This is an optimization exercise on Yosys and OpenROAD, whose aim is small area, a short achievable clock period and few clock cycles per item, not a production implementation. At most, simulation tests tie the RTL to the original design; equivalence was not proved. No functional check of the RTL was part of run 2.

==> flow/design.v (outline; a module is shown in full before it is edited, if it fits) <==
// module MADD: 63 lines
// module MSUB: 63 lines
// module DIV32: 60 lines
// module ModMult: 762 lines
// module NTT_ROM: 66 lines
// module NTTN: 188 lines
module NTTN (input             clk, reset,
             input             load_w,
             input             load_data,
             input             start,
             input             start_intt,
             input      [13:0] din,
             output reg        done,
             output reg [13:0] dout);
  // ...
==> flow/run.sh <==
#!/bin/bash
# synth_recipe.tcl (not shown) runs the flow's synth.tcl, then flattens the netlist and writes it again
# the make line also repeats each setting of config.mk as NAME=value (left out here)
make -C /OpenROAD-flow-scripts/flow DESIGN_CONFIG=/design/flow/config.mk WORK_HOME=/design/flow/orfs CLKGATE_MAP_FILE= SYNTH_SCRIPT=/design/flow/synth_recipe.tcl finish
==> flow/config.mk <==
export PLATFORM = sky130hd
export DESIGN_NAME = NTTN
export DESIGN_NICKNAME = NTTN
export VERILOG_FILES = /design/flow/design.v
export SDC_FILE = /design/flow/constraint.sdc
export NUM_CORES = 4
export LEC_CHECK = 0
export CAP_MARGIN = 20
export CORE_MARGIN = 2
export CORE_UTILIZATION = 40
export SETUP_SLACK_MARGIN = 2.7
export SLEW_MARGIN = 20
==> flow/constraint.sdc <==
create_clock -name core_clock -period 7.5 [get_ports {clk}]
set_input_delay 1.5000 -clock core_clock [delete_from_list [all_inputs] [get_ports {clk}]]
set_output_delay 1.5000 -clock core_clock [all_outputs]
set_load 0.01 [all_outputs]
==> impl_metrics.json, run 1 <==
{
  "h-tree-depth": 4,
  "dr_total_vias": 41570,
  "top_layer": "met5",
  "drc": 0,
  "finalCritPeriodShare_pct": 60.29,
  "biggestCellCategory": "multi-input combinational cells",
  "yosysMostFrequentCell": "dfxtp_1",
  "cts_root_buf": "clkbuf_16",
  "timing.hold.ws_ns": 0.3245,
  "synth_top_area_cell": "edfxtp_1",
  "grt_busiest_layer": "met2",
  "status": "no timing/DRC/antenna violations",
  "firstDrtPassIters": 5,
  "synth_enable_flop_cells": 518,
  "mostFrequentLayoutCells": "dfxtp_1, inv_1, edfxtp_1",
  "core_um2": 166500,
  "cp_slowest_cell": "xnor2_1",
  "grt_pass1_wl_mm": 255.9,
  "synth_cells": 5405,
  "crit_fanout": 8,
  "start_kind": "register",
  "grt_max_degree": 62,
  "antenna_found_initial": 9,
  "fin_cells": 7808,
  "drt-initial-drc-count": 3227,
  "hold_depth": 0,
  "r2r_start": "R1[2]$_DFF_P_"
}
Testbench counts, summed over its fixed seeds: cycles 6,336, transforms 64.
==> module NTT_ROM, before the edit <==
module NTT_ROM(input [6:0] cnt, output reg v, output reg pa, output reg [3:0] ra0,
               output reg [3:0] ra1, output reg [3:0] tw, output reg sa,
               output reg [1:0] sb, output reg sw);
always @(*) begin
    v = 1'b0; pa = 1'b0; ra0 = 4'd0; ra1 = 4'd0; tw = 4'd0; sa = 1'b0; sb = 2'd0; sw = 1'b0;
    case (cnt)
    7'd18: begin v = 1'b1; pa = 1'b0; ra0 = 4'd0; ra1 = 4'd8; tw = 4'd0; sa = 1'b0; sb = 2'd3; sw = 1'b0; end
    7'd19: begin v = 1'b1; pa = 1'b1; ra0 = 4'd8; ra1 = 4'd0; tw = 4'd1; sa = 1'b0; sb = 2'd3; sw = 1'b0; end
    7'd20: begin v = 1'b1; pa = 1'b1; ra0 = 4'd9; ra1 = 4'd1; tw = 4'd2; sa = 1'b0; sb = 2'd3; sw = 1'b0; end
    7'd21: begin v = 1'b1; pa = 1'b0; ra0 = 4'd1; ra1 = 4'd9; tw = 4'd3; sa = 1'b0; sb = 2'd3; sw = 1'b0; end
    7'd22: begin v = 1'b1; pa = 1'b1; ra0 = 4'd10; ra1 = 4'd2; tw = 4'd4; sa = 1'b0; sb = 2'd3; sw = 1'b0; end
    7'd23: begin v = 1'b1; pa = 1'b0; ra0 = 4'd2; ra1 = 4'd10; tw = 4'd5; sa = 1'b0; sb = 2'd3; sw = 1'b0; end
    7'd24: begin v = 1'b1; pa = 1'b0; ra0 = 4'd3; ra1 = 4'd11; tw = 4'd6; sa = 1'b0; sb = 2'd3; sw = 1'b0; end
    7'd25: begin v = 1'b1; pa = 1'b1; ra0 = 4'd11; ra1 = 4'd3; tw = 4'd7; sa = 1'b0; sb = 2'd3; sw = 1'b0; end
    7'd26: begin v = 1'b1; pa = 1'b1; ra0 = 4'd12; ra1 = 4'd4; tw = 4'd8; sa = 1'b0; sb = 2'd3; sw = 1'b0; end
    7'd27: begin v = 1'b1; pa = 1'b0; ra0 = 4'd4; ra1 = 4'd12; tw = 4'd9; sa = 1'b0; sb = 2'd3; sw = 1'b0; end
    7'd28: begin v = 1'b1; pa = 1'b0; ra0 = 4'd5; ra1 = 4'd13; tw = 4'd10; sa = 1'b0; sb = 2'd3; sw = 1'b0; end
    7'd29: begin v = 1'b1; pa = 1'b1; ra0 = 4'd13; ra1 = 4'd5; tw = 4'd11; sa = 1'b0; sb = 2'd3; sw = 1'b0; end
    7'd30: begin v = 1'b1; pa = 1'b0; ra0 = 4'd6; ra1 = 4'd14; tw = 4'd12; sa = 1'b0; sb = 2'd3; sw = 1'b0; end
    7'd31: begin v = 1'b1; pa = 1'b1; ra0 = 4'd14; ra1 = 4'd6; tw = 4'd13; sa = 1'b0; sb = 2'd3; sw = 1'b0; end
    7'd32: begin v = 1'b1; pa = 1'b1; ra0 = 4'd15; ra1 = 4'd7; tw = 4'd14; sa = 1'b0; sb = 2'd3; sw = 1'b0; end
    7'd33: begin v = 1'b1; pa = 1'b0; ra0 = 4'd7; ra1 = 4'd15; tw = 4'd15; sa = 1'b0; sb = 2'd3; sw = 1'b0; end
    7'd34: begin v = 1'b1; pa = 1'b0; ra0 = 4'd0; ra1 = 4'd4; tw = 4'd0; sa = 1'b0; sb = 2'd0; sw = 1'b0; end
    7'd35: begin v = 1'b1; pa = 1'b1; ra0 = 4'd4; ra1 = 4'd0; tw = 4'd2; sa = 1'b0; sb = 2'd0; sw = 1'b0; end
    7'd36: begin v = 1'b1; pa = 1'b1; ra0 = 4'd5; ra1 = 4'd1; tw = 4'd4; sa = 1'b0; sb = 2'd0; sw = 1'b0; end
    7'd37: begin v = 1'b1; pa = 1'b0; ra0 = 4'd1; ra1 = 4'd5; tw = 4'd6; sa = 1'b0; sb = 2'd0; sw = 1'b0; end
    7'd38: begin v = 1'b1; pa = 1'b1; ra0 = 4'd6; ra1 = 4'd2; tw = 4'd8; sa = 1'b0; sb = 2'd0; sw = 1'b0; end
    7'd39: begin v = 1'b1; pa = 1'b0; ra0 = 4'd2; ra1 = 4'd6; tw = 4'd10; sa = 1'b0; sb = 2'd0; sw = 1'b0; end
    7'd40: begin v = 1'b1; pa = 1'b0; ra0 = 4'd3; ra1 = 4'd7; tw = 4'd12; sa = 1'b0; sb = 2'd0; sw = 1'b0; end
    7'd41: begin v = 1'b1; pa = 1'b1; ra0 = 4'd7; ra1 = 4'd3; tw = 4'd14; sa = 1'b0; sb = 2'd0; sw = 1'b0; end
    7'd42: begin v = 1'b1; pa = 1'b0; ra0 = 4'd8; ra1 = 4'd12; tw = 4'd2; sa = 1'b0; sb = 2'd0; sw = 1'b1; end
    7'd43: begin v = 1'b1; pa = 1'b1; ra0 = 4'd13; ra1 = 4'd9; tw = 4'd6; sa = 1'b0; sb = 2'd0; sw = 1'b1; end
    7'd44: begin v = 1'b1; pa = 1'b1; ra0 = 4'd14; ra1 = 4'd10; tw = 4'd10; sa = 1'b0; sb = 2'd0; sw = 1'b1; end
    7'd45: begin v = 1'b1; pa = 1'b0; ra0 = 4'd11; ra1 = 4'd15; tw = 4'd14; sa = 1'b0; sb = 2'd0; sw = 1'b1; end
    7'd46: begin v = 1'b1; pa = 1'b1; ra0 = 4'd2; ra1 = 4'd0; tw = 4'd4; sa = 1'b0; sb = 2'd1; sw = 1'b0; end
    7'd47: begin v = 1'b1; pa = 1'b0; ra0 = 4'd0; ra1 = 4'd2; tw = 4'd0; sa = 1'b0; sb = 2'd0; sw = 1'b0; end
    7'd48: begin v = 1'b1; pa = 1'b0; ra0 = 4'd1; ra1 = 4'd3; tw = 4'd12; sa = 1'b0; sb = 2'd1; sw = 1'b0; end
    7'd49: begin v = 1'b1; pa = 1'b1; ra0 = 4'd3; ra1 = 4'd1; tw = 4'd8; sa = 1'b0; sb = 2'd0; sw = 1'b0; end
    7'd50: begin v = 1'b1; pa = 1'b0; ra0 = 4'd4; ra1 = 4'd6; tw = 4'd4; sa = 1'b0; sb = 2'd0; sw = 1'b1; end
    7'd51: begin v = 1'b1; pa = 1'b1; ra0 = 4'd7; ra1 = 4'd5; tw = 4'd12; sa = 1'b0; sb = 2'd0; sw = 1'b1; end
    7'd52: begin v = 1'b1; pa = 1'b1; ra0 = 4'd12; ra1 = 4'd8; tw = 4'd0; sa = 1'b0; sb = 2'd0; sw = 1'b1; end
    7'd53: begin v = 1'b1; pa = 1'b0; ra0 = 4'd9; ra1 = 4'd13; tw = 4'd4; sa = 1'b0; sb = 2'd0; sw = 1'b1; end
    7'd54: begin v = 1'b1; pa = 1'b0; ra0 = 4'd10; ra1 = 4'd14; tw = 4'd8; sa = 1'b0; sb = 2'd0; sw = 1'b1; end
    7'd55: begin v = 1'b1; pa = 1'b1; ra0 = 4'd1; ra1 = 4'd0; tw = 4'd8; sa = 1'b0; sb = 2'd1; sw = 1'b0; end
    7'd56: begin v = 1'b1; pa = 1'b0; ra0 = 4'd2; ra1 = 4'd3; tw = 4'd8; sa = 1'b0; sb = 2'd0; sw = 1'b1; end
    7'd57: begin v = 1'b1; pa = 1'b1; ra0 = 4'd15; ra1 = 4'd11; tw = 4'd12; sa = 1'b0; sb = 2'd0; sw = 1'b1; end
    7'd58: begin v = 1'b1; pa = 1'b1; ra0 = 4'd6; ra1 = 4'd4; tw = 4'd0; sa = 1'b0; sb = 2'd0; sw = 1'b1; end
    7'd59: begin v = 1'b1; pa = 1'b0; ra0 = 4'd5; ra1 = 4'd7; tw = 4'd8; sa = 1'b0; sb = 2'd0; sw = 1'b1; end
    7'd60: begin v = 1'b1; pa = 1'b0; ra0 = 4'd8; ra1 = 4'd10; tw = 4'd4; sa = 1'b0; sb = 2'd0; sw = 1'b1; end
    7'd61: begin v = 1'b1; pa = 1'b1; ra0 = 4'd11; ra1 = 4'd9; tw = 4'd12; sa = 1'b0; sb = 2'd0; sw = 1'b1; end
    7'd62: begin v = 1'b1; pa = 1'b0; ra0 = 4'd4; ra1 = 4'd5; tw = 4'd8; sa = 1'b0; sb = 2'd0; sw = 1'b1; end
    7'd63: begin v = 1'b1; pa = 1'b1; ra0 = 4'd7; ra1 = 4'd6; tw = 4'd8; sa = 1'b0; sb = 2'd0; sw = 1'b1; end
    7'd64: begin v = 1'b1; pa = 1'b1; ra0 = 4'd10; ra1 = 4'd8; tw = 4'd0; sa = 1'b0; sb = 2'd0; sw = 1'b1; end
    7'd65: begin v = 1'b1; pa = 1'b0; ra0 = 4'd9; ra1 = 4'd11; tw = 4'd8; sa = 1'b0; sb = 2'd0; sw = 1'b1; end
    7'd66: begin v = 1'b1; pa = 1'b1; ra0 = 4'd14; ra1 = 4'd12; tw = 4'd4; sa = 1'b0; sb = 2'd0; sw = 1'b1; end
    7'd67: begin v = 1'b1; pa = 1'b0; ra0 = 4'd13; ra1 = 4'd15; tw = 4'd12; sa = 1'b0; sb = 2'd0; sw = 1'b1; end
    7'd68: begin v = 1'b1; pa = 1'b0; ra0 = 4'd8; ra1 = 4'd9; tw = 4'd8; sa = 1'b0; sb = 2'd1; sw = 1'b1; end
    7'd69: begin v = 1'b1; pa = 1'b1; ra0 = 4'd11; ra1 = 4'd10; tw = 4'd8; sa = 1'b0; sb = 2'd0; sw = 1'b1; end
    7'd70: begin v = 1'b1; pa = 1'b0; ra0 = 4'd12; ra1 = 4'd14; tw = 4'd0; sa = 1'b0; sb = 2'd0; sw = 1'b1; end
    7'd71: begin v = 1'b1; pa = 1'b1; ra0 = 4'd15; ra1 = 4'd13; tw = 4'd8; sa = 1'b0; sb = 2'd0; sw = 1'b1; end
    7'd74: begin v = 1'b1; pa = 1'b1; ra0 = 4'd13; ra1 = 4'd12; tw = 4'd8; sa = 1'b0; sb = 2'd1; sw = 1'b1; end
    7'd75: begin v = 1'b1; pa = 1'b0; ra0 = 4'd14; ra1 = 4'd15; tw = 4'd8; sa = 1'b0; sb = 2'd0; sw = 1'b1; end
    default: ;
    endcase
end
endmodule
==> module NTTN, before the edit <==
module NTTN (input             clk, reset,
             input             load_w,
             input             load_data,
             input             start,
             input             start_intt,
             input      [13:0] din,
             output reg        done,
             output reg [13:0] dout);
localparam NM = 5;    
localparam T0 = 67;   
localparam LS = 2 + NM;        
localparam RUN0 = 34;          
integer i;
reg        lw_r, ld_r, st_r, sti_r;
reg [13:0] din_r;
always @(posedge clk or posedge reset) begin
    if (reset) begin
        lw_r <= 1'b0; ld_r <= 1'b0; st_r <= 1'b0; sti_r <= 1'b0;
    end else begin
        lw_r <= load_w; ld_r <= load_data; st_r <= start; sti_r <= start_intt;
    end
end
always @(posedge clk) din_r <= din;
reg        wact;
reg [6:0]  wcnt;
always @(posedge clk or posedge reset) begin
    if (reset) begin
        wact <= 1'b0; wcnt <= 7'd0;
    end else if (lw_r) begin
        wact <= 1'b1; wcnt <= 7'd0;
    end else if (wact) begin
        wcnt <= wcnt + 7'd1;
        if (wcnt == 7'd65) wact <= 1'b0;
    end
end
reg [13:0] Tr [0:15];
reg [3:0]  tph;
reg [13:0] q;
wire       tload = wact && (wcnt < 7'd16);
wire [3:0] tph_n = (wact && wcnt == 7'd15) ? 4'd0 : tph + 4'd1;
always @(posedge clk) begin
    for (i = 0; i < 15; i = i + 1) Tr[i] <= Tr[i + 1];
    Tr[15] <= tload ? din_r : Tr[0];
    tph <= tph_n;
    if (wact && wcnt == 7'd64) q <= din_r;
end
reg        act;
reg [6:0]  cnt;
reg        dirv, intt;
wire       strt  = st_r || sti_r;
wire       hold  = (cnt == RUN0) && !dirv && !strt;
wire       intt_now = dirv ? intt : sti_r;
wire       intt_n = (act && strt && !dirv) ? sti_r : intt;
wire [6:0] cnt_n = ld_r ? 7'd2 : (act && !hold) ? cnt + 7'd1 : cnt;
wire       act_n = ld_r ? 1'b1 : (act && cnt == T0 + 31) ? 1'b0 : act;
always @(posedge clk or posedge reset) begin
    if (reset) begin
        act <= 1'b0; cnt <= 7'd0; dirv <= 1'b0; intt <= 1'b0;
    end else begin
        act <= act_n;
        cnt <= cnt_n;
        if (ld_r) dirv <= 1'b0;
        else if (act && strt && !dirv) begin
            dirv <= 1'b1; intt <= sti_r;
        end
    end
end
wire       n_v, n_pa, n_sw, n_sa;
wire [3:0] n_ra0, n_ra1, n_tw;
wire [1:0] n_sb;
NTT_ROM rom(.cnt(cnt_n), .v(n_v), .pa(n_pa), .ra0(n_ra0), .ra1(n_ra1), .tw(n_tw),
            .sa(n_sa), .sb(n_sb), .sw(n_sw));
reg        r_v, r_pa, r_sw, r_sa;
reg [3:0]  r_ra0, r_ra1, r_tw;
reg [1:0]  r_sb;
always @(posedge clk) begin
    r_v <= n_v; r_pa <= n_pa; r_sw <= n_sw; r_sa <= n_sa; r_sb <= n_sb;
    r_ra0 <= n_ra0; r_ra1 <= n_ra1; r_tw <= n_tw;
end
wire issue = act && r_v && !hold;
reg        dinw;
reg [4:0]  lj;
always @(posedge clk) begin
    dinw <= act_n && (cnt_n >= 7'd2) && (cnt_n <= 7'd17);
    lj   <= cnt_n[4:0] - 5'd2;
end
reg  [13:0] B0 [0:15];
reg  [13:0] B1 [0:15];
wire [13:0] rd0 = B0[r_ra0];
wire [13:0] rd1 = B1[r_ra1];
wire [13:0] W0, W1;             
wire [13:0] va_rf = r_pa ? rd1 : rd0;
wire [13:0] vb_rf = r_pa ? rd0 : rd1;
wire [13:0] va_w  = r_pa ? W1 : W0;
wire [13:0] vb_w  = r_pa ? W0 : W1;
reg  [13:0] X, Y, TW, TW1, S1, D1;
always @(posedge clk) begin
    X  <= r_sa ? va_w : va_rf;
    Y  <= r_sb[1] ? din_r : r_sb[0] ? vb_w : vb_rf;
    TW <= Tr[r_tw - tph];
end
wire [13:0] xy_s, xy_d;
MADD bma(.a(X), .b(Y), .q(q), .y(xy_s));
MSUB bms(.a(X), .b(Y), .q(q), .y(xy_d));
always @(posedge clk) begin
    S1  <= xy_s;
    D1  <= xy_d;
    TW1 <= TW;
end
wire [13:0] DM;
ModMult mm(.clk(clk), .A(D1), .B(TW1), .q(q), .C(DM));
reg [13:0] SD [1:NM];
always @(posedge clk) begin
    SD[1] <= S1;
    for (i = 2; i <= NM; i = i + 1) SD[i] <= SD[i - 1];
end
reg        tv  [1:LS];
reg        tpa [1:LS];
reg        tsw [1:LS];
reg [3:0]  tr0 [1:LS];
reg [3:0]  tr1 [1:LS];
always @(posedge clk or posedge reset) begin
    if (reset) begin
        for (i = 1; i <= LS; i = i + 1) tv[i] <= 1'b0;
    end else begin
        tv[1] <= issue;
        for (i = 2; i <= LS; i = i + 1) tv[i] <= tv[i - 1];
    end
end
always @(posedge clk) begin
    tpa[1] <= r_pa; tsw[1] <= r_sw & intt_now; tr0[1] <= r_ra0; tr1[1] <= r_ra1;
    for (i = 2; i <= LS; i = i + 1) begin
        tpa[i] <= tpa[i - 1]; tsw[i] <= tsw[i - 1]; tr0[i] <= tr0[i - 1]; tr1[i] <= tr1[i - 1];
    end
end
wire [13:0] val_a = tsw[LS] ? DM : SD[NM];
wire [13:0] val_b = tsw[LS] ? SD[NM] : DM;
assign W0 = tpa[LS] ? val_b : val_a;
assign W1 = tpa[LS] ? val_a : val_b;
wire        ljp = ^lj;
always @(posedge clk) begin
    if (dinw ? !ljp : tv[LS]) B0[dinw ? lj[4:1] : tr0[LS]] <= dinw ? din_r : W0;
    if (dinw ?  ljp : tv[LS]) B1[dinw ? lj[4:1] : tr1[LS]] <= dinw ? din_r : W1;
end
wire [6:0] oc_n  = cnt_n - (T0 - 5);
wire [6:0] oc2_n = cnt_n - (T0 - 3);
wire       opar_n = ^oc_n[4:2];
reg  [3:0] oa0, oa1;
reg        opar, oldf, oswp, osw4, osub;
always @(posedge clk) begin
    oa0    <= {oc_n[4:2], oc_n[0] ^ opar_n};
    oa1    <= {oc_n[4:2], ~(oc_n[0] ^ opar_n)};
    opar   <= opar_n;
    oldf   <= (oc_n[1:0] == 2'd1);
    oswp   <= (oc_n[1:0] == 2'd3);
    osw4   <= intt_n && (oc_n[4:2] != 3'd0);
    osub   <= oc2_n[0] ^ (intt_n && !((oc2_n[4:2] == 3'd0) && !oc2_n[1]));
end
wire [13:0] o0 = B0[oa0];
wire [13:0] o1 = B1[oa1];
reg  [13:0] Ey0, Ey2, OPA, OPB, ZH, FH, R1, R2;
wire [13:0] ysum, ydif, oadd, osb, odiv;
MADD oma1(.a(Ey0), .b(Ey2), .q(q), .y(ysum));
MSUB oms1(.a(Ey0), .b(Ey2), .q(q), .y(ydif));
MADD oma2(.a(OPA), .b(OPB), .q(q), .y(oadd));
MSUB oms2(.a(OPA), .b(OPB), .q(q), .y(osb));
DIV32 odv(.x(R1), .q(q), .y(odiv));
always @(posedge clk) begin
    Ey0 <= opar ? o1 : o0;
    Ey2 <= opar ? o0 : o1;
    if (oldf) begin
        OPB <= opar ? o0 : o1;
        FH  <= opar ? o1 : o0;
        OPA <= osw4 ? ydif : ysum;
        ZH  <= osw4 ? ysum : ydif;
    end else if (oswp) begin
        OPA <= ZH;
        OPB <= FH;
    end
    R1   <= osub ? osb : oadd;
    R2   <= intt ? odiv : R1;
    dout <= R2;
end
always @(posedge clk or posedge reset) begin
    if (reset) done <= 1'b0;
    else       done <= act && (cnt == T0 - 2);
end
endmodule
==> inputs of run 2 (changes only) <==
--- a/flow/design.v
+++ b/flow/design.v
@@ -1,4 +1,4 @@
 localparam NM = 5;    
-localparam T0 = 67;   
+localparam T0 = 65;   
 module MADD (input [13:0] a, b, q, output [13:0] y);
 wire ma_0 = a[0] ^ b[0];
@@ -950,65 +950,65 @@
 endmodule
 module NTT_ROM(input [6:0] cnt, output reg v, output reg pa, output reg [3:0] ra0,
-               output reg [3:0] ra1, output reg [3:0] tw, output reg sa,
+               output reg [3:0] ra1, output reg [3:0] tw, output reg [1:0] sa,
                output reg [1:0] sb, output reg sw);
 always @(*) begin
-    v = 1'b0; pa = 1'b0; ra0 = 4'd0; ra1 = 4'd0; tw = 4'd0; sa = 1'b0; sb = 2'd0; sw = 1'b0;
+    v = 1'b0; pa = 1'b0; ra0 = 4'd0; ra1 = 4'd0; tw = 4'd0; sa = 2'd0; sb = 2'd0; sw = 1'b0;
     case (cnt)
-    7'd18: begin v = 1'b1; pa = 1'b0; ra0 = 4'd0; ra1 = 4'd8; tw = 4'd0; sa = 1'b0; sb = 2'd3; sw = 1'b0; end
-    7'd19: begin v = 1'b1; pa = 1'b1; ra0 = 4'd8; ra1 = 4'd0; tw = 4'd1; sa = 1'b0; sb = 2'd3; sw = 1'b0; end
-    7'd20: begin v = 1'b1; pa = 1'b1; ra0 = 4'd9; ra1 = 4'd1; tw = 4'd2; sa = 1'b0; sb = 2'd3; sw = 1'b0; end
-    7'd21: begin v = 1'b1; pa = 1'b0; ra0 = 4'd1; ra1 = 4'd9; tw = 4'd3; sa = 1'b0; sb = 2'd3; sw = 1'b0; end
-    7'd22: begin v = 1'b1; pa = 1'b1; ra0 = 4'd10; ra1 = 4'd2; tw = 4'd4; sa = 1'b0; sb = 2'd3; sw = 1'b0; end
-    7'd23: begin v = 1'b1; pa = 1'b0; ra0 = 4'd2; ra1 = 4'd10; tw = 4'd5; sa = 1'b0; sb = 2'd3; sw = 1'b0; end
-    7'd24: begin v = 1'b1; pa = 1'b0; ra0 = 4'd3; ra1 = 4'd11; tw = 4'd6; sa = 1'b0; sb = 2'd3; sw = 1'b0; end
-    7'd25: begin v = 1'b1; pa = 1'b1; ra0 = 4'd11; ra1 = 4'd3; tw = 4'd7; sa = 1'b0; sb = 2'd3; sw = 1'b0; end
-    7'd26: begin v = 1'b1; pa = 1'b1; ra0 = 4'd12; ra1 = 4'd4; tw = 4'd8; sa = 1'b0; sb = 2'd3; sw = 1'b0; end
-    7'd27: begin v = 1'b1; pa = 1'b0; ra0 = 4'd4; ra1 = 4'd12; tw = 4'd9; sa = 1'b0; sb = 2'd3; sw = 1'b0; end
-    7'd28: begin v = 1'b1; pa = 1'b0; ra0 = 4'd5; ra1 = 4'd13; tw = 4'd10; sa = 1'b0; sb = 2'd3; sw = 1'b0; end
-    7'd29: begin v = 1'b1; pa = 1'b1; ra0 = 4'd13; ra1 = 4'd5; tw = 4'd11; sa = 1'b0; sb = 2'd3; sw = 1'b0; end
-    7'd30: begin v = 1'b1; pa = 1'b0; ra0 = 4'd6; ra1 = 4'd14; tw = 4'd12; sa = 1'b0; sb = 2'd3; sw = 1'b0; end
-    7'd31: begin v = 1'b1; pa = 1'b1; ra0 = 4'd14; ra1 = 4'd6; tw = 4'd13; sa = 1'b0; sb = 2'd3; sw = 1'b0; end
-    7'd32: begin v = 1'b1; pa = 1'b1; ra0 = 4'd15; ra1 = 4'd7; tw = 4'd14; sa = 1'b0; sb = 2'd3; sw = 1'b0; end
-    7'd33: begin v = 1'b1; pa = 1'b0; ra0 = 4'd7; ra1 = 4'd15; tw = 4'd15; sa = 1'b0; sb = 2'd3; sw = 1'b0; end
-    7'd34: begin v = 1'b1; pa = 1'b0; ra0 = 4'd0; ra1 = 4'd4; tw = 4'd0; sa = 1'b0; sb = 2'd0; sw = 1'b0; end
-    7'd35: begin v = 1'b1; pa = 1'b1; ra0 = 4'd4; ra1 = 4'd0; tw = 4'd2; sa = 1'b0; sb = 2'd0; sw = 1'b0; end
-    7'd36: begin v = 1'b1; pa = 1'b1; ra0 = 4'd5; ra1 = 4'd1; tw = 4'd4; sa = 1'b0; sb = 2'd0; sw = 1'b0; end
-    7'd37: begin v = 1'b1; pa = 1'b0; ra0 = 4'd1; ra1 = 4'd5; tw = 4'd6; sa = 1'b0; sb = 2'd0; sw = 1'b0; end
-    7'd38: begin v = 1'b1; pa = 1'b1; ra0 = 4'd6; ra1 = 4'd2; tw = 4'd8; sa = 1'b0; sb = 2'd0; sw = 1'b0; end
-    7'd39: begin v = 1'b1; pa = 1'b0; ra0 = 4'd2; ra1 = 4'd6; tw = 4'd10; sa = 1'b0; sb = 2'd0; sw = 1'b0; end
-    7'd40: begin v = 1'b1; pa = 1'b0; ra0 = 4'd3; ra1 = 4'd7; tw = 4'd12; sa = 1'b0; sb = 2'd0; sw = 1'b0; end
-    7'd41: begin v = 1'b1; pa = 1'b1; ra0 = 4'd7; ra1 = 4'd3; tw = 4'd14; sa = 1'b0; sb = 2'd0; sw = 1'b0; end
-    7'd42: begin v = 1'b1; pa = 1'b0; ra0 = 4'd8; ra1 = 4'd12; tw = 4'd2; sa = 1'b0; sb = 2'd0; sw = 1'b1; end
-    7'd43: begin v = 1'b1; pa = 1'b1; ra0 = 4'd13; ra1 = 4'd9; tw = 4'd6; sa = 1'b0; sb = 2'd0; sw = 1'b1; end
-    7'd44: begin v = 1'b1; pa = 1'b1; ra0 = 4'd14; ra1 = 4'd10; tw = 4'd10; sa = 1'b0; sb = 2'd0; sw = 1'b1; end
-    7'd45: begin v = 1'b1; pa = 1'b0; ra0 = 4'd11; ra1 = 4'd15; tw = 4'd14; sa = 1'b0; sb = 2'd0; sw = 1'b1; end
-    7'd46: begin v = 1'b1; pa = 1'b1; ra0 = 4'd2; ra1 = 4'd0; tw = 4'd4; sa = 1'b0; sb = 2'd1; sw = 1'b0; end
-    7'd47: begin v = 1'b1; pa = 1'b0; ra0 = 4'd0; ra1 = 4'd2; tw = 4'd0; sa = 1'b0; sb = 2'd0; sw = 1'b0; end
-    7'd48: begin v = 1'b1; pa = 1'b0; ra0 = 4'd1; ra1 = 4'd3; tw = 4'd12; sa = 1'b0; sb = 2'd1; sw = 1'b0; end
-    7'd49: begin v = 1'b1; pa = 1'b1; ra0 = 4'd3; ra1 = 4'd1; tw = 4'd8; sa = 1'b0; sb = 2'd0; sw = 1'b0; end
-    7'd50: begin v = 1'b1; pa = 1'b0; ra0 = 4'd4; ra1 = 4'd6; tw = 4'd4; sa = 1'b0; sb = 2'd0; sw = 1'b1; end
-    7'd51: begin v = 1'b1; pa = 1'b1; ra0 = 4'd7; ra1 = 4'd5; tw = 4'd12; sa = 1'b0; sb = 2'd0; sw = 1'b1; end
-    7'd52: begin v = 1'b1; pa = 1'b1; ra0 = 4'd12; ra1 = 4'd8; tw = 4'd0; sa = 1'b0; sb = 2'd0; sw = 1'b1; end
-    7'd53: begin v = 1'b1; pa = 1'b0; ra0 = 4'd9; ra1 = 4'd13; tw = 4'd4; sa = 1'b0; sb = 2'd0; sw = 1'b1; end
-    7'd54: begin v = 1'b1; pa = 1'b0; ra0 = 4'd10; ra1 = 4'd14; tw = 4'd8; sa = 1'b0; sb = 2'd0; sw = 1'b1; end
-    7'd55: begin v = 1'b1; pa = 1'b1; ra0 = 4'd1; ra1 = 4'd0; tw = 4'd8; sa = 1'b0; sb = 2'd1; sw = 1'b0; end
-    7'd56: begin v = 1'b1; pa = 1'b0; ra0 = 4'd2; ra1 = 4'd3; tw = 4'd8; sa = 1'b0; sb = 2'd0; sw = 1'b1; end
-    7'd57: begin v = 1'b1; pa = 1'b1; ra0 = 4'd15; ra1 = 4'd11; tw = 4'd12; sa = 1'b0; sb = 2'd0; sw = 1'b1; end
-    7'd58: begin v = 1'b1; pa = 1'b1; ra0 = 4'd6; ra1 = 4'd4; tw = 4'd0; sa = 1'b0; sb = 2'd0; sw = 1'b1; end
-    7'd59: begin v = 1'b1; pa = 1'b0; ra0 = 4'd5; ra1 = 4'd7; tw = 4'd8; sa = 1'b0; sb = 2'd0; sw = 1'b1; end
-    7'd60: begin v = 1'b1; pa = 1'b0; ra0 = 4'd8; ra1 = 4'd10; tw = 4'd4; sa = 1'b0; sb = 2'd0; sw = 1'b1; end
-    7'd61: begin v = 1'b1; pa = 1'b1; ra0 = 4'd11; ra1 = 4'd9; tw = 4'd12; sa = 1'b0; sb = 2'd0; sw = 1'b1; end
-    7'd62: begin v = 1'b1; pa = 1'b0; ra0 = 4'd4; ra1 = 4'd5; tw = 4'd8; sa = 1'b0; sb = 2'd0; sw = 1'b1; end
-    7'd63: begin v = 1'b1; pa = 1'b1; ra0 = 4'd7; ra1 = 4'd6; tw = 4'd8; sa = 1'b0; sb = 2'd0; sw = 1'b1; end
-    7'd64: begin v = 1'b1; pa = 1'b1; ra0 = 4'd10; ra1 = 4'd8; tw = 4'd0; sa = 1'b0; sb = 2'd0; sw = 1'b1; end
-    7'd65: begin v = 1'b1; pa = 1'b0; ra0 = 4'd9; ra1 = 4'd11; tw = 4'd8; sa = 1'b0; sb = 2'd0; sw = 1'b1; end
-    7'd66: begin v = 1'b1; pa = 1'b1; ra0 = 4'd14; ra1 = 4'd12; tw = 4'd4; sa = 1'b0; sb = 2'd0; sw = 1'b1; end
-    7'd67: begin v = 1'b1; pa = 1'b0; ra0 = 4'd13; ra1 = 4'd15; tw = 4'd12; sa = 1'b0; sb = 2'd0; sw = 1'b1; end
-    7'd68: begin v = 1'b1; pa = 1'b0; ra0 = 4'd8; ra1 = 4'd9; tw = 4'd8; sa = 1'b0; sb = 2'd1; sw = 1'b1; end
-    7'd69: begin v = 1'b1; pa = 1'b1; ra0 = 4'd11; ra1 = 4'd10; tw = 4'd8; sa = 1'b0; sb = 2'd0; sw = 1'b1; end
-    7'd70: begin v = 1'b1; pa = 1'b0; ra0 = 4'd12; ra1 = 4'd14; tw = 4'd0; sa = 1'b0; sb = 2'd0; sw = 1'b1; end
-    7'd71: begin v = 1'b1; pa = 1'b1; ra0 = 4'd15; ra1 = 4'd13; tw = 4'd8; sa = 1'b0; sb = 2'd0; sw = 1'b1; end
-    7'd74: begin v = 1'b1; pa = 1'b1; ra0 = 4'd13; ra1 = 4'd12; tw = 4'd8; sa = 1'b0; sb = 2'd1; sw = 1'b1; end
-    7'd75: begin v = 1'b1; pa = 1'b0; ra0 = 4'd14; ra1 = 4'd15; tw = 4'd8; sa = 1'b0; sb = 2'd0; sw = 1'b1; end
+    7'd18: begin v = 1'b1; pa = 1'b0; ra0 = 4'd0; ra1 = 4'd8; tw = 4'd0; sa = 2'd0; sb = 2'd3; sw = 1'b0; end
+    7'd19: begin v = 1'b1; pa = 1'b1; ra0 = 4'd8; ra1 = 4'd0; tw = 4'd1; sa = 2'd0; sb = 2'd3; sw = 1'b0; end
+    7'd20: begin v = 1'b1; pa = 1'b1; ra0 = 4'd9; ra1 = 4'd1; tw = 4'd2; sa = 2'd0; sb = 2'd3; sw = 1'b0; end
+    7'd21: begin v = 1'b1; pa = 1'b0; ra0 = 4'd1; ra1 = 4'd9; tw = 4'd3; sa = 2'd0; sb = 2'd3; sw = 1'b0; end
+    7'd22: begin v = 1'b1; pa = 1'b1; ra0 = 4'd10; ra1 = 4'd2; tw = 4'd4; sa = 2'd0; sb = 2'd3; sw = 1'b0; end
+    7'd23: begin v = 1'b1; pa = 1'b0; ra0 = 4'd2; ra1 = 4'd10; tw = 4'd5; sa = 2'd0; sb = 2'd3; sw = 1'b0; end
+    7'd24: begin v = 1'b1; pa = 1'b0; ra0 = 4'd3; ra1 = 4'd11; tw = 4'd6; sa = 2'd0; sb = 2'd3; sw = 1'b0; end
+    7'd25: begin v = 1'b1; pa = 1'b1; ra0 = 4'd11; ra1 = 4'd3; tw = 4'd7; sa = 2'd0; sb = 2'd3; sw = 1'b0; end
+    7'd26: begin v = 1'b1; pa = 1'b1; ra0 = 4'd12; ra1 = 4'd4; tw = 4'd8; sa = 2'd0; sb = 2'd3; sw = 1'b0; end
+    7'd27: begin v = 1'b1; pa = 1'b0; ra0 = 4'd4; ra1 = 4'd12; tw = 4'd9; sa = 2'd0; sb = 2'd3; sw = 1'b0; end
+    7'd28: begin v = 1'b1; pa = 1'b0; ra0 = 4'd5; ra1 = 4'd13; tw = 4'd10; sa = 2'd0; sb = 2'd3; sw = 1'b0; end
+    7'd29: begin v = 1'b1; pa = 1'b1; ra0 = 4'd13; ra1 = 4'd5; tw = 4'd11; sa = 2'd0; sb = 2'd3; sw = 1'b0; end
+    7'd30: begin v = 1'b1; pa = 1'b0; ra0 = 4'd6; ra1 = 4'd14; tw = 4'd12; sa = 2'd0; sb = 2'd3; sw = 1'b0; end
+    7'd31: begin v = 1'b1; pa = 1'b1; ra0 = 4'd14; ra1 = 4'd6; tw = 4'd13; sa = 2'd0; sb = 2'd3; sw = 1'b0; end
+    7'd32: begin v = 1'b1; pa = 1'b1; ra0 = 4'd15; ra1 = 4'd7; tw = 4'd14; sa = 2'd0; sb = 2'd3; sw = 1'b0; end
+    7'd33: begin v = 1'b1; pa = 1'b0; ra0 = 4'd7; ra1 = 4'd15; tw = 4'd15; sa = 2'd0; sb = 2'd3; sw = 1'b0; end
+    7'd34: begin v = 1'b1; pa = 1'b1; ra0 = 4'd12; ra1 = 4'd8; tw = 4'd0; sa = 2'd0; sb = 2'd0; sw = 1'b1; end
+    7'd35: begin v = 1'b1; pa = 1'b1; ra0 = 4'd4; ra1 = 4'd0; tw = 4'd2; sa = 2'd0; sb = 2'd0; sw = 1'b0; end
+    7'd36: begin v = 1'b1; pa = 1'b1; ra0 = 4'd5; ra1 = 4'd1; tw = 4'd4; sa = 2'd0; sb = 2'd0; sw = 1'b0; end
+    7'd37: begin v = 1'b1; pa = 1'b0; ra0 = 4'd1; ra1 = 4'd5; tw = 4'd6; sa = 2'd0; sb = 2'd0; sw = 1'b0; end
+    7'd38: begin v = 1'b1; pa = 1'b1; ra0 = 4'd6; ra1 = 4'd2; tw = 4'd8; sa = 2'd0; sb = 2'd0; sw = 1'b0; end
+    7'd39: begin v = 1'b1; pa = 1'b0; ra0 = 4'd2; ra1 = 4'd6; tw = 4'd10; sa = 2'd0; sb = 2'd0; sw = 1'b0; end
+    7'd40: begin v = 1'b1; pa = 1'b0; ra0 = 4'd3; ra1 = 4'd7; tw = 4'd12; sa = 2'd0; sb = 2'd0; sw = 1'b0; end
+    7'd41: begin v = 1'b1; pa = 1'b1; ra0 = 4'd15; ra1 = 4'd11; tw = 4'd12; sa = 2'd0; sb = 2'd0; sw = 1'b1; end
+    7'd42: begin v = 1'b1; pa = 1'b1; ra0 = 4'd7; ra1 = 4'd3; tw = 4'd14; sa = 2'd0; sb = 2'd0; sw = 1'b0; end
+    7'd43: begin v = 1'b1; pa = 1'b1; ra0 = 4'd14; ra1 = 4'd10; tw = 4'd10; sa = 2'd0; sb = 2'd0; sw = 1'b1; end
+    7'd44: begin v = 1'b1; pa = 1'b0; ra0 = 4'd1; ra1 = 4'd3; tw = 4'd12; sa = 2'd1; sb = 2'd2; sw = 1'b0; end
+    7'd45: begin v = 1'b1; pa = 1'b0; ra0 = 4'd0; ra1 = 4'd4; tw = 4'd0; sa = 2'd0; sb = 2'd0; sw = 1'b0; end
+    7'd46: begin v = 1'b1; pa = 1'b1; ra0 = 4'd2; ra1 = 4'd0; tw = 4'd4; sa = 2'd0; sb = 2'd1; sw = 1'b0; end
+    7'd47: begin v = 1'b1; pa = 1'b1; ra0 = 4'd13; ra1 = 4'd9; tw = 4'd6; sa = 2'd0; sb = 2'd0; sw = 1'b1; end
+    7'd48: begin v = 1'b1; pa = 1'b0; ra0 = 4'd4; ra1 = 4'd6; tw = 4'd4; sa = 2'd0; sb = 2'd0; sw = 1'b1; end
+    7'd49: begin v = 1'b1; pa = 1'b1; ra0 = 4'd3; ra1 = 4'd1; tw = 4'd8; sa = 2'd0; sb = 2'd0; sw = 1'b0; end
+    7'd50: begin v = 1'b1; pa = 1'b0; ra0 = 4'd5; ra1 = 4'd7; tw = 4'd8; sa = 2'd0; sb = 2'd0; sw = 1'b1; end
+    7'd51: begin v = 1'b1; pa = 1'b0; ra0 = 4'd11; ra1 = 4'd15; tw = 4'd14; sa = 2'd0; sb = 2'd0; sw = 1'b1; end
+    7'd52: begin v = 1'b1; pa = 1'b0; ra0 = 4'd0; ra1 = 4'd2; tw = 4'd0; sa = 2'd1; sb = 2'd0; sw = 1'b0; end
+    7'd53: begin v = 1'b1; pa = 1'b1; ra0 = 4'd1; ra1 = 4'd0; tw = 4'd8; sa = 2'd1; sb = 2'd0; sw = 1'b0; end
+    7'd54: begin v = 1'b1; pa = 1'b1; ra0 = 4'd7; ra1 = 4'd5; tw = 4'd12; sa = 2'd0; sb = 2'd0; sw = 1'b1; end
+    7'd55: begin v = 1'b1; pa = 1'b0; ra0 = 4'd8; ra1 = 4'd12; tw = 4'd2; sa = 2'd0; sb = 2'd0; sw = 1'b1; end
+    7'd56: begin v = 1'b1; pa = 1'b0; ra0 = 4'd2; ra1 = 4'd3; tw = 4'd8; sa = 2'd0; sb = 2'd0; sw = 1'b1; end
+    7'd57: begin v = 1'b1; pa = 1'b1; ra0 = 4'd6; ra1 = 4'd4; tw = 4'd0; sa = 2'd0; sb = 2'd0; sw = 1'b1; end
+    7'd58: begin v = 1'b1; pa = 1'b1; ra0 = 4'd11; ra1 = 4'd9; tw = 4'd12; sa = 2'd0; sb = 2'd1; sw = 1'b1; end
+    7'd59: begin v = 1'b1; pa = 1'b0; ra0 = 4'd10; ra1 = 4'd14; tw = 4'd8; sa = 2'd0; sb = 2'd0; sw = 1'b1; end
+    7'd60: begin v = 1'b1; pa = 1'b0; ra0 = 4'd9; ra1 = 4'd13; tw = 4'd4; sa = 2'd0; sb = 2'd0; sw = 1'b1; end
+    7'd61: begin v = 1'b1; pa = 1'b0; ra0 = 4'd4; ra1 = 4'd5; tw = 4'd8; sa = 2'd0; sb = 2'd1; sw = 1'b1; end
+    7'd62: begin v = 1'b1; pa = 1'b0; ra0 = 4'd8; ra1 = 4'd10; tw = 4'd4; sa = 2'd1; sb = 2'd0; sw = 1'b1; end
+    7'd63: begin v = 1'b1; pa = 1'b1; ra0 = 4'd14; ra1 = 4'd12; tw = 4'd4; sa = 2'd0; sb = 2'd0; sw = 1'b1; end
+    7'd64: begin v = 1'b1; pa = 1'b1; ra0 = 4'd7; ra1 = 4'd6; tw = 4'd8; sa = 2'd0; sb = 2'd0; sw = 1'b1; end
+    7'd65: begin v = 1'b1; pa = 1'b0; ra0 = 4'd13; ra1 = 4'd15; tw = 4'd12; sa = 2'd0; sb = 2'd0; sw = 1'b1; end
+    7'd66: begin v = 1'b1; pa = 1'b1; ra0 = 4'd10; ra1 = 4'd8; tw = 4'd0; sa = 2'd0; sb = 2'd1; sw = 1'b1; end
+    7'd67: begin v = 1'b1; pa = 1'b0; ra0 = 4'd9; ra1 = 4'd11; tw = 4'd8; sa = 2'd1; sb = 2'd0; sw = 1'b1; end
+    7'd68: begin v = 1'b1; pa = 1'b1; ra0 = 4'd15; ra1 = 4'd13; tw = 4'd8; sa = 2'd0; sb = 2'd0; sw = 1'b1; end
+    7'd69: begin v = 1'b1; pa = 1'b0; ra0 = 4'd8; ra1 = 4'd9; tw = 4'd8; sa = 2'd1; sb = 2'd0; sw = 1'b1; end
+    7'd70: begin v = 1'b1; pa = 1'b1; ra0 = 4'd11; ra1 = 4'd10; tw = 4'd8; sa = 2'd0; sb = 2'd0; sw = 1'b1; end
+    7'd71: begin v = 1'b1; pa = 1'b0; ra0 = 4'd12; ra1 = 4'd14; tw = 4'd0; sa = 2'd0; sb = 2'd0; sw = 1'b1; end
+    7'd72: begin v = 1'b1; pa = 1'b1; ra0 = 4'd13; ra1 = 4'd12; tw = 4'd8; sa = 2'd0; sb = 2'd1; sw = 1'b1; end
+    7'd73: begin v = 1'b1; pa = 1'b0; ra0 = 4'd14; ra1 = 4'd15; tw = 4'd8; sa = 2'd0; sb = 2'd0; sw = 1'b1; end
     default: ;
     endcase
@@ -1024,5 +1024,5 @@
              output reg [13:0] dout);
 localparam NM = 5;    
-localparam T0 = 67;   
+localparam T0 = 65;   
 localparam LS = 2 + NM;        
 localparam RUN0 = 34;          
@@ -1082,10 +1082,12 @@
     end
 end
-wire       n_v, n_pa, n_sw, n_sa;
+wire       n_v, n_pa, n_sw;
+wire [1:0] n_sa;
 wire [3:0] n_ra0, n_ra1, n_tw;
 wire [1:0] n_sb;
 NTT_ROM rom(.cnt(cnt_n), .v(n_v), .pa(n_pa), .ra0(n_ra0), .ra1(n_ra1), .tw(n_tw),
             .sa(n_sa), .sb(n_sb), .sw(n_sw));
-reg        r_v, r_pa, r_sw, r_sa;
+reg        r_v, r_pa, r_sw;
+reg  [1:0] r_sa;
 reg [3:0]  r_ra0, r_ra1, r_tw;
 reg [1:0]  r_sb;
@@ -1112,6 +1114,6 @@
 reg  [13:0] X, Y, TW, TW1, S1, D1;
 always @(posedge clk) begin
-    X  <= r_sa ? va_w : va_rf;
-    Y  <= r_sb[1] ? din_r : r_sb[0] ? vb_w : vb_rf;
+    X  <= r_sa[1] ? S1 : r_sa[0] ? va_w : va_rf;
+    Y  <= (r_sb == 2'd3) ? din_r : (r_sb == 2'd2) ? S1 : r_sb[0] ? vb_w : vb_rf;
     TW <= Tr[r_tw - tph];
 end
--- a/flow/config.mk
+++ b/flow/config.mk
@@ -8,5 +8,5 @@
 export CAP_MARGIN = 20
 export CORE_MARGIN = 2
-export CORE_UTILIZATION = 40
-export SETUP_SLACK_MARGIN = 2.7
+export CORE_UTILIZATION = 60
+export SETUP_SLACK_MARGIN = 3.2
 export SLEW_MARGIN = 20
==> run 2 against run 1 <==
Net effect:
- worst setup slack improved by 0.36 ns
- critical path depth decreased by 1
- count of clock-buffer cells in the layout unchanged
- core utilization increased by 22 points
- sequential cell count increased by 1
- critical endpoint is now S1[0]$_DFF_P_
- wire length increased by 3.5%
- critical path type unchanged
- highest routed layer unchanged
- global-route usage increased by 11 points
- cell area decreased by 0.44%
- still clean on timing, DRC and antenna
==> impl_metrics.json, run 2 <==
{
  "drt-initial-drc-count": 3510,
  "synth_top_area_share_pct": 23.10,
  "ys_seq_area_share_pct": 46.18,
  "dp_hpwl_mm": 123.9,
  "crit_fanout": 20,
  "firstDrtPassIters": 6,
  "layout.nets": 6176,
  "crit_start": "q[6]$_DFFE_PP_",
  "fin_skew_ns": 0.03930,
  "finalMaxSlewViolations": 0,
  "dieArea_um2": 114900,
  "antenna_found_initial": 15,
  "grt_usage_pct": 30.94,
  "cts_root_buf": "clkbuf_16",
  "worstMarginPinSlew_ns": 1.144,
  "grt_pass1_vias": 43020,
  "area_growth_syn_to_layout_pct": 10.91,
  "io_pins": 35,
  "min_period_ns": 4.166,
  "hp-class": "reg2reg",
  "crit_arrival_ns": 4.79,
  "core.rowCount": 122,
  "overflow": 0,
  "avgSynthCellArea_um2": 12.64,
  "r2r_setup_slack_ns": 3.33,
  "worstReg2RegEnd": "S1[0]$_DFF_P_",
  "postRouteAntennaNets": 0,
  "synth_top_area_cell": "edfxtp_1",
  "cp.required_ns": 8.12,
  "async_flop_share_pct": 2.331,
  "drt-total-wl_mm": 175.1,
  "grt_pass1_wl_mm": 264.8,
  "wire_per_inst_um": 24.84,
  "finalCritPeriodShare_pct": 55.55,
  "synth_area_leaders": "edfxtp_1, dfxtp_1, fa_1, mux4_2, ha_1",
  "cts_tree": "done",
  "clock-sinks": 1287,
  "crit_end": "S1[0]$_DFF_P_",
  "maxCapViolations": 0,
  "fp.dieH_um": 339.0,
  "yosys-top-cells-count": "dfxtp_1, inv_1, edfxtp_1",
  "synthesis.nets": 6075,
  "ys.flop_type": "dfxtp_1",
  "synth_enable_flop_cells": 518,
  "yosys_warnings": 10,
  "fill_cells": 8249,
  "fin_setup_tns_ns": 0,
  "synth_cells": 5330,
  "portBuffers": 34,
  "cts.reportedPaths.clkPinSlew_ns": 0.07,
  "yosysMostFrequentCell": "dfxtp_1",
  "criticalPathCategory": "reg2reg",
  "slew_headroom_pct": 23.46,
  "ys_ff_latch": 1287,
  "placed_cells": 6762,
  "clock_path_buffers": 3,
  "grt_setup_unrepaired": "no",
  "r2r_cells": 13,
  "hold_viol_final": 0,
  "dr_total_vias": 42030,
  "insertion_delay_ns": 0.76,
  "drc": 0,
  "r2r_start": "q[6]$_DFFE_PP_",
  "ys_types": 88,
  "start_util_pct": 60.69,
  "mostFrequentLayoutCells": "dfxtp_1, inv_1, edfxtp_1",
  "h-tree-depth": 4,
  "layout_commonest_cell": "dfxtp_1",
  "endpoint_kind": "register",
  "cts_made_buffers": 134,
  "syn_area_um2": 67340,
  "holdBufCountCts": 0,
  "grt_max_degree": 63,
  "fmax_ghz": 0.2400,
  "fin_cells": 7047,
  "viasPerCell": 5.965,
  "core_um2": 111000,
  "start_kind": "register",
  "setup_violations": 0,
  "die_w_um": 339.0,
  "drive_gt1_share_pct": 15.54,
  "status": "no timing/DRC/antenna violations",
  "gp_congestion": 0.9075
}
## run 2: cell types whose count changed after synthesis, moves of 13 or more
cell / before / now
mux2_2: 86 / 102
mux2i_1: 59 / 82
mux4_2: 280 / 305
clkbuf_1: 153 / 136
xnor2_1: 147 / 168
nand2b_1: 33 / 48
a22oi_1: 57 / 72
a31oi_1: 72 / 33
nor2_1: 320 / 290
xor2_1: 67 / 54
nand2_1: 332 / 245
a21oi_1: 176 / 206
o21ai_0: 148 / 100
## run 2: metal layers
layer / global-route usage (%) / up-vias / share of wire [%]
met2: 50.38 / 1358 / 48
met3: 4.901 / 278 / 6.3
met5: 0 / - / 0.0074
met4: 12.88 / 2 / 4.0
met1: 41.63 / 21490 / 41
li1: - / 18910 / -
## run 2: logic make-up (layout without fill, tap and decap cells)
| kind of cell | count (synthesis) | after routing | share of synthesized area, % |
|---|---|---|---|
| buffers and inverters | 818 | 1025 | 4.736 |
| AND/OR/NAND/NOR | 1098 | 1098 | 8.045 |
| AO/OA/AOI/OAI | 686 | 687 | 6.752 |
| XOR/XNOR | 223 | 224 | 2.911 |
| flip-flops | 1287 | 1287 | 46.18 |
| other | 0 | 20 | 0 |
| adder cells (fa/ha/maj) | 725 | 725 | 18.10 |
| multiplexers | 493 | 493 | 13.28 |
## run 2: what timing repair did
action	in CTS	in global routing
cloned	1	1
setup endpoints to repair	73	97
pin swaps	1	8
setup buffers	8	8
resized for setup	13	31
## run 2: final cells by class
class	instances	area (um^2)	share of cell area, %
Antenna cell	20	50.05	0.06700
Clock buffer	186	3836	5.136
Clock inverter	58	700.7	0.9381
Inverter	622	2352	3.149
Multi-Input combinational cell	3227	33450	44.79
Sequential cell	1287	31130	41.68
Tap cell	1488	1862	2.493
Timing Repair Buffer	159	1306	1.749
## run 2: critical path, cell delays in order (launching register included)
cell        delay [ns]
edfxtp_1          0.32
buf_4             0.27
clkinvlp_4        0.30
fa_1              0.54
ha_1              0.37
a211o_1           0.31
or3_1             0.37
nand2_1           0.12
o2111ai_1         0.19
a31o_1            0.26
a21oi_1           0.22
xnor2_2           0.14
buf_6             0.22
mux2_2            0.39
## run 2: worst min-delay path by stage
| stage | startpoint | end | slack (ns) | cells past startpoint |
|---|---|---|---|---|
| after floorplan | SD[1][0]$_DFF_P_ | SD[2][0]$_DFF_P_ | 0.31 | 0 |
| after global placement | tr1[3][2]$_DFF_P_ | tr1[4][2]$_DFF_P_ | 0.31 | 0 |
| after detailed placement | SD[1][6]$_DFF_P_ | SD[2][6]$_DFF_P_ | 0.31 | 0 |
| after CTS | SD[4][10]$_DFF_P_ | SD[5][10]$_DFF_P_ | 0.31 | 0 |
| after global routing | SD[4][10]$_DFF_P_ | SD[5][10]$_DFF_P_ | 0.32 | 0 |
| final | SD[4][10]$_DFF_P_ | SD[5][10]$_DFF_P_ | 0.32 | 0 |
## run 2: stage by stage
| step | util [%] | setup slack (ns) | cell area, um^2 | hold WS [ns] |
|---|---|---|---|---|
| floorplan | - | 3.531 | 67340 | 0.3096 |
| global placement | 62.70 | 2.379 | 69580 | 0.3098 |
| detailed placement | 62.73 | 2.341 | 69610 | 0.3121 |
| CTS | 66.96 | 3.222 | 74310 | 0.3104 |
| global route | 67.29 | 3.133 | 74680 | 0.3212 |
| finish | 67.31 | 3.334 | 74690 | 0.3191 |

-- afterwards: timing with drivers on the ports --
Ports are ideal in the flow. The routed layouts listed here were re-timed in OpenROAD. Step 1: set_driving_cell puts a clkbuf_16 on clk and a buf_2 on each other input, an assumption about the parent block. Step 2 moves the port delays by t, midway between the first and last clock arrival at a register: inputs arrive t later, outputs are due t later. That takes back most of the time a late clock gives input paths. Three values: ideal ports, drivers, drivers and shift; two values: the first two.
run | t (ns) | slack for setup (ns) | worst setup path after step 2 | latest minus earliest clock arrival (ns) | slew at the worst register clock pin (ns)
run 1 | 0.830 | 2.978 / 2.978 / 2.978 | register to register | 0.080 / 0.080 | 0.07 / 0.07
run 2 | 0.812 | 3.334 / 3.334 / 3.334 | register to register | 0.040 / 0.040 | 0.07 / 0.07
After both steps every run listed still meets setup and hold.
